This is an optimization exercise on Yosys and OpenROAD, whose aim is small area and a short achievable clock period, not a production implementation.
The RTL was checked by simulation tests, not by an equivalence proof against the original design.
Power is estimated from default activity; no workload was simulated.

// DLX_top
module DLX_top(
input logic clk, rst,
input logic enable_ex,
input logic [31:0] src1, src2, imm,
input logic [6:0] control_in,
input logic [31:0] mem_data_read_in,
output logic mem_data_wr_en,
output logic [31:0] mem_data_write_out,
output logic [31:0]aluout,
output logic carry
);
For scale: ~1300 cells after synthesis, about 110 flip-flops, roughly 200 I/O pins, about 9500 um2 of cells after synthesis.
export LEC_CHECK = 0
export CAP_MARGIN = 20
export CORE_MARGIN = 2
export CORE_UTILIZATION = 40
export SETUP_SLACK_MARGIN = 2.0
export SLEW_MARGIN = 20
export TNS_END_PERCENT = 0
create_clock -name core_clock -period 4.5 [get_ports {clk}]
standard.sh (not shown) runs the stock make flow with config.mk's settings and CLKGATE_MAP_FILE= SYNTH_SCRIPT=/design/flow/synth_recipe.tcl, a recipe that flattens the netlist after the stock synthesis.
==> flow/flow/run.sh <==
#!/bin/bash
# The standard layout, with plain buffers (not delay cells) on the ports.
set -euo pipefail
bash standard.sh "BUFFER_PORTS_ARGS=-buffer_cell sky130_fd_sc_hd__buf_1" finish > standard.log 2>&1
==> next run, changes <==
- CTS_BUF_LIST: unset -> sky130_fd_sc_hd__clkbuf_4 sky130_fd_sc_hd__clkbuf_8
- TNS_END_PERCENT: 0 -> unset
What happened: The changed run went through all stages and came out clean; worst setup slack gains 0.097 ns; final area is higher by 1.7%; critical path depth drops by 1; worst hold slack gains 0.0030 ns; count of clock-buffer cells in the layout rises by 1; core utilization came out higher by 0.82 points.
==> next run, changes <==
- CTS_BUF_LIST: sky130_fd_sc_hd__clkbuf_4 sky130_fd_sc_hd__clkbuf_8 -> unset
Effect: Power grows by 11%; wire length climbs by 1.2%; worst setup slack gets better by 0.023 ns.

---

The RTL this note starts from:
==> flow/design.v <==
`timescale 1ns / 1ps
module stage1(
input logic clk, rst,
input logic enable_ex,
input logic [31:0] src1, src2, imm,
input logic [6:0] control_in,
input logic [31:0] mem_data_read_in,
output logic mem_data_wr_en,
output logic [31:0] mem_data_write_out,
output logic [31:0] p_q, g_q,
output logic [4:0] n_q,
output logic cin_q, hadd_q, fill_q, shr_q, shl_q, upd_a_q,
output logic [1:0] cmode_q       
    );
logic [2:0] operation, opselect;
logic immp_regn;
assign {operation, immp_regn, opselect} = control_in;
assign mem_data_write_out = src2;
assign mem_data_wr_en = (opselect == 3'b100) && immp_regn;
logic [31:0] a, a_rev;
for (genvar i = 0; i < 32; i++) begin : g_rev
    assign a_rev[i] = a[31-i];
end
assign a = src1;
logic arith, memrd, shift, issue;
assign issue = enable_ex & ~rst;
assign arith = (opselect == 3'b001);
assign memrd = (opselect == 3'b101) && immp_regn;
assign shift = (opselect == 3'b000);
logic [31:0] bm, b;
assign bm = memrd ? mem_data_read_in : immp_regn ? imm : src2;
logic lhg;
assign lhg = arith && (operation == 3'b111);
assign b = {lhg ? bm[15:0] : bm[31:16], bm[15:0]};
logic sub, shl_op;
assign sub = arith && (operation == 3'b010);
assign shl_op = shift & ~operation[1];
logic [31:0] x;
assign x = shl_op ? a_rev : a ^ {32{sub}};
logic [3:0] t_lo, t_mid, t_hi;
logic addop;
logic cin, hadd, fill, shr, shl, upd_a;
logic [1:0] cmode;
always_comb begin
    t_lo = 4'b0000;
    addop = 1'b0;
    cin = 1'b0;
    hadd = 1'b0;
    fill = 1'b0;
    shr = 1'b0;
    shl = 1'b0;
    upd_a = 1'b0;
    cmode = 2'd0;
    if (arith) begin
        upd_a = 1'b1;
        case (operation)
            3'b000:  begin t_lo = 4'b0110; addop = 1'b1; cmode = 2'd2; end
            3'b010:  begin t_lo = 4'b0110; addop = 1'b1; cin = 1'b1; cmode = 2'd2; end
            3'b001: begin t_lo = 4'b0110; addop = 1'b1; hadd = 1'b1; cmode = 2'd3; end
            3'b011:  begin t_lo = 4'b0101; cmode = 2'd1; end
            3'b100:  t_lo = 4'b1000;
            3'b101:   t_lo = 4'b1110;
            3'b110:  t_lo = 4'b0110;
            default: begin t_lo = 4'b0000; cmode = 2'd1; end
        endcase
    end else if (memrd) begin
        upd_a = (operation != 3'b011);
        cmode = upd_a ? 2'd1 : 2'd0;
        t_lo = 4'b1010;
    end else if (shift) begin
        upd_a = ~operation[2];
        shl = ~operation[1];
        shr = operation[1];
        fill = operation[0] & operation[1] & a[31];
        t_lo = 4'b1100;
    end
    t_mid = t_lo;
    t_hi = t_lo;
    if (lhg) t_hi = 4'b1010;
    if (memrd) begin
        if (operation[1:0] == 2'b00) t_mid = {4{~operation[2] & bm[7]}};
        if (operation[1] == 1'b0) t_hi = {4{~operation[2] & (operation[0] ? bm[15] : bm[7])}};
    end
    if (!issue) begin
        upd_a = 1'b0;
        cmode = 2'd0;
    end
end
logic [31:0] p, g;
for (genvar i = 0; i < 32; i++) begin : g_p
    if (i < 8) assign p[i] = t_lo[{x[i], b[i]}];
    else if (i < 16) assign p[i] = t_mid[{x[i], b[i]}];
    else assign p[i] = t_hi[{x[i], b[i]}];
end
assign g = addop ? x & b : 32'b0;
always_ff@(posedge clk) begin
    p_q <= p;
    g_q <= g;
    n_q <= imm[2] ? src2[4:0] : imm[10:6];
    cin_q <= cin;
    hadd_q <= hadd;
    fill_q <= fill;
    shr_q <= shr;
    shl_q <= shl;
    upd_a_q <= upd_a;
    cmode_q <= cmode;
end
endmodule
`timescale 1ns / 1ps
module stage2(
input logic clk, rst,
input logic [31:0] p, g,
input logic [4:0] n,
input logic cin, hadd, fill, shr, shl, upd_a,
input logic [1:0] cmode,
output logic [31:0] aluout,
output logic carry
);
logic [32:0] pp, gg, c;
always_comb begin
    pp = {p, 1'b0};
    gg = {g, cin};
    for (int l = 0; l < 6; l++)
        for (int i = 0; i < 33; i++)
            if ((i >> l) & 1) begin
                gg[i] = pp[i] ? gg[((i >> l) << l) - 1] : gg[i];
                pp[i] = pp[i] & pp[((i >> l) << l) - 1];
            end
    c = gg;
end
logic [31:0] sum, sh, sh_rev, res;
assign sum = p ^ c[31:0];
assign sh = $signed({fill, p}) >>> n;
for (genvar i = 0; i < 32; i++) begin : g_rev
    assign sh_rev[i] = sh[31-i];
end
always_comb begin
    if (shr) res = sh;
    else if (shl) res = sh_rev;
    else if (hadd) res = {{16{sum[15]}}, sum[15:0]};
    else res = sum;
end
logic cres;
always_comb begin
    case (cmode)
        2'd0: cres = carry;
        2'd1: cres = 1'b0;
        2'd2: cres = p[31] ^ c[32];
        default: cres = c[16];
    endcase
end
always_ff@(posedge clk) begin
    if (rst) begin
        aluout <= 32'b0;
        carry <= 1'b0;
    end else begin
        if (upd_a) aluout <= res;
        carry <= cres;
    end
end
endmodule
`timescale 1ns / 1ps
module DLX_top(
input logic clk, rst,
input logic enable_ex,
input logic [31:0] src1, src2, imm,
input logic [6:0] control_in,
input logic [31:0] mem_data_read_in,
output logic mem_data_wr_en,
output logic [31:0] mem_data_write_out,
output logic [31:0]aluout,
output logic carry
);
logic [31:0] p, g;
logic [4:0] n;
logic cin, hadd, fill, shr, shl, upd_a;
logic [1:0] cmode;
stage1 s1(clk, rst, enable_ex, src1, src2, imm, control_in, mem_data_read_in,
          mem_data_wr_en, mem_data_write_out,
          p, g, n, cin, hadd, fill, shr, shl, upd_a, cmode);
stage2 uut(clk, rst, p, g, n, cin, hadd, fill, shr, shl, upd_a, cmode, aluout, carry);
endmodule
==> flow/config.mk <==
export PLATFORM = sky130hd
export DESIGN_NAME = DLX_top
export DESIGN_NICKNAME = DLX_top
export VERILOG_FILES = /design/flow/design.v
export SDC_FILE = /design/flow/constraint.sdc
export NUM_CORES = 4
export LEC_CHECK = 0
export CAP_MARGIN = 20
export CORE_MARGIN = 2
export CORE_UTILIZATION = 40
export SLEW_MARGIN = 20
==> flow/constraint.sdc <==
create_clock -name core_clock -period 4.5 [get_ports {clk}]
set_input_delay 0.9000 -clock core_clock [delete_from_list [all_inputs] [get_ports {clk}]]
set_output_delay 0.9000 -clock core_clock [all_outputs]
set_load 0.01 [all_outputs]
Scripts as last shown in full above: flow/flow/run.sh
Rerun with:
--- a/flow/config.mk
+++ b/flow/config.mk
@@ -10,2 +10,3 @@
 export CORE_UTILIZATION = 40
+export SETUP_SLACK_MARGIN = 1.0
 export SLEW_MARGIN = 20
The new run finished with timing, DRC and antenna clean. Global-route usage does not change. Power stays flat. Wire length climbs slightly. Final area barely changes. Clock skew is about the same. Die area stays the same. Via count hardly moves. Core utilization is about the same. Critical path depth fell by 2. Combinational power hardly moves. Area after synthesis does not change.

port drivers added, routing unchanged:
Ports are ideal in the flow. The routed layouts listed here were re-timed in OpenROAD.
Step 1 assumes that a clkbuf_16 drives the clock port and a buf_2 every other input.
Step 2, shift: input delay + t, output delay - t, t = (earliest + latest rising clock arrival at the registers) / 2. This alone moves slack from input paths to output paths.
Slacks: ideal ports / drivers / drivers and shift; pairs: ideal ports / drivers.
| run | t (ns) | setup slack, ns | worst register clock-pin slew, ns |
|---|---|---|---|
| the first run of note 1 | 0.475 | 1.860 / 1.882 / 1.407 | 0.06 / 0.06 |
| the second run of note 1 | 0.481 | 1.956 / 1.981 / 1.499 | 0.08 / 0.08 |
| the third run of note 1 | 0.465 | 1.980 / 1.980 / 1.557 | 0.06 / 0.06 |
| the first run of note 2 | 0.415 | 1.115 / 1.131 / 0.716 | 0.09 / 0.09 |
| the second run of note 2 | 0.416 | 1.118 / 1.133 / 0.716 | 0.09 / 0.09 |
After both steps every run listed still meets setup and hold. The setup slack of the second run of note 1, which loses most, moves by +0.025 ns with the drivers and by -0.457 ns with both steps.
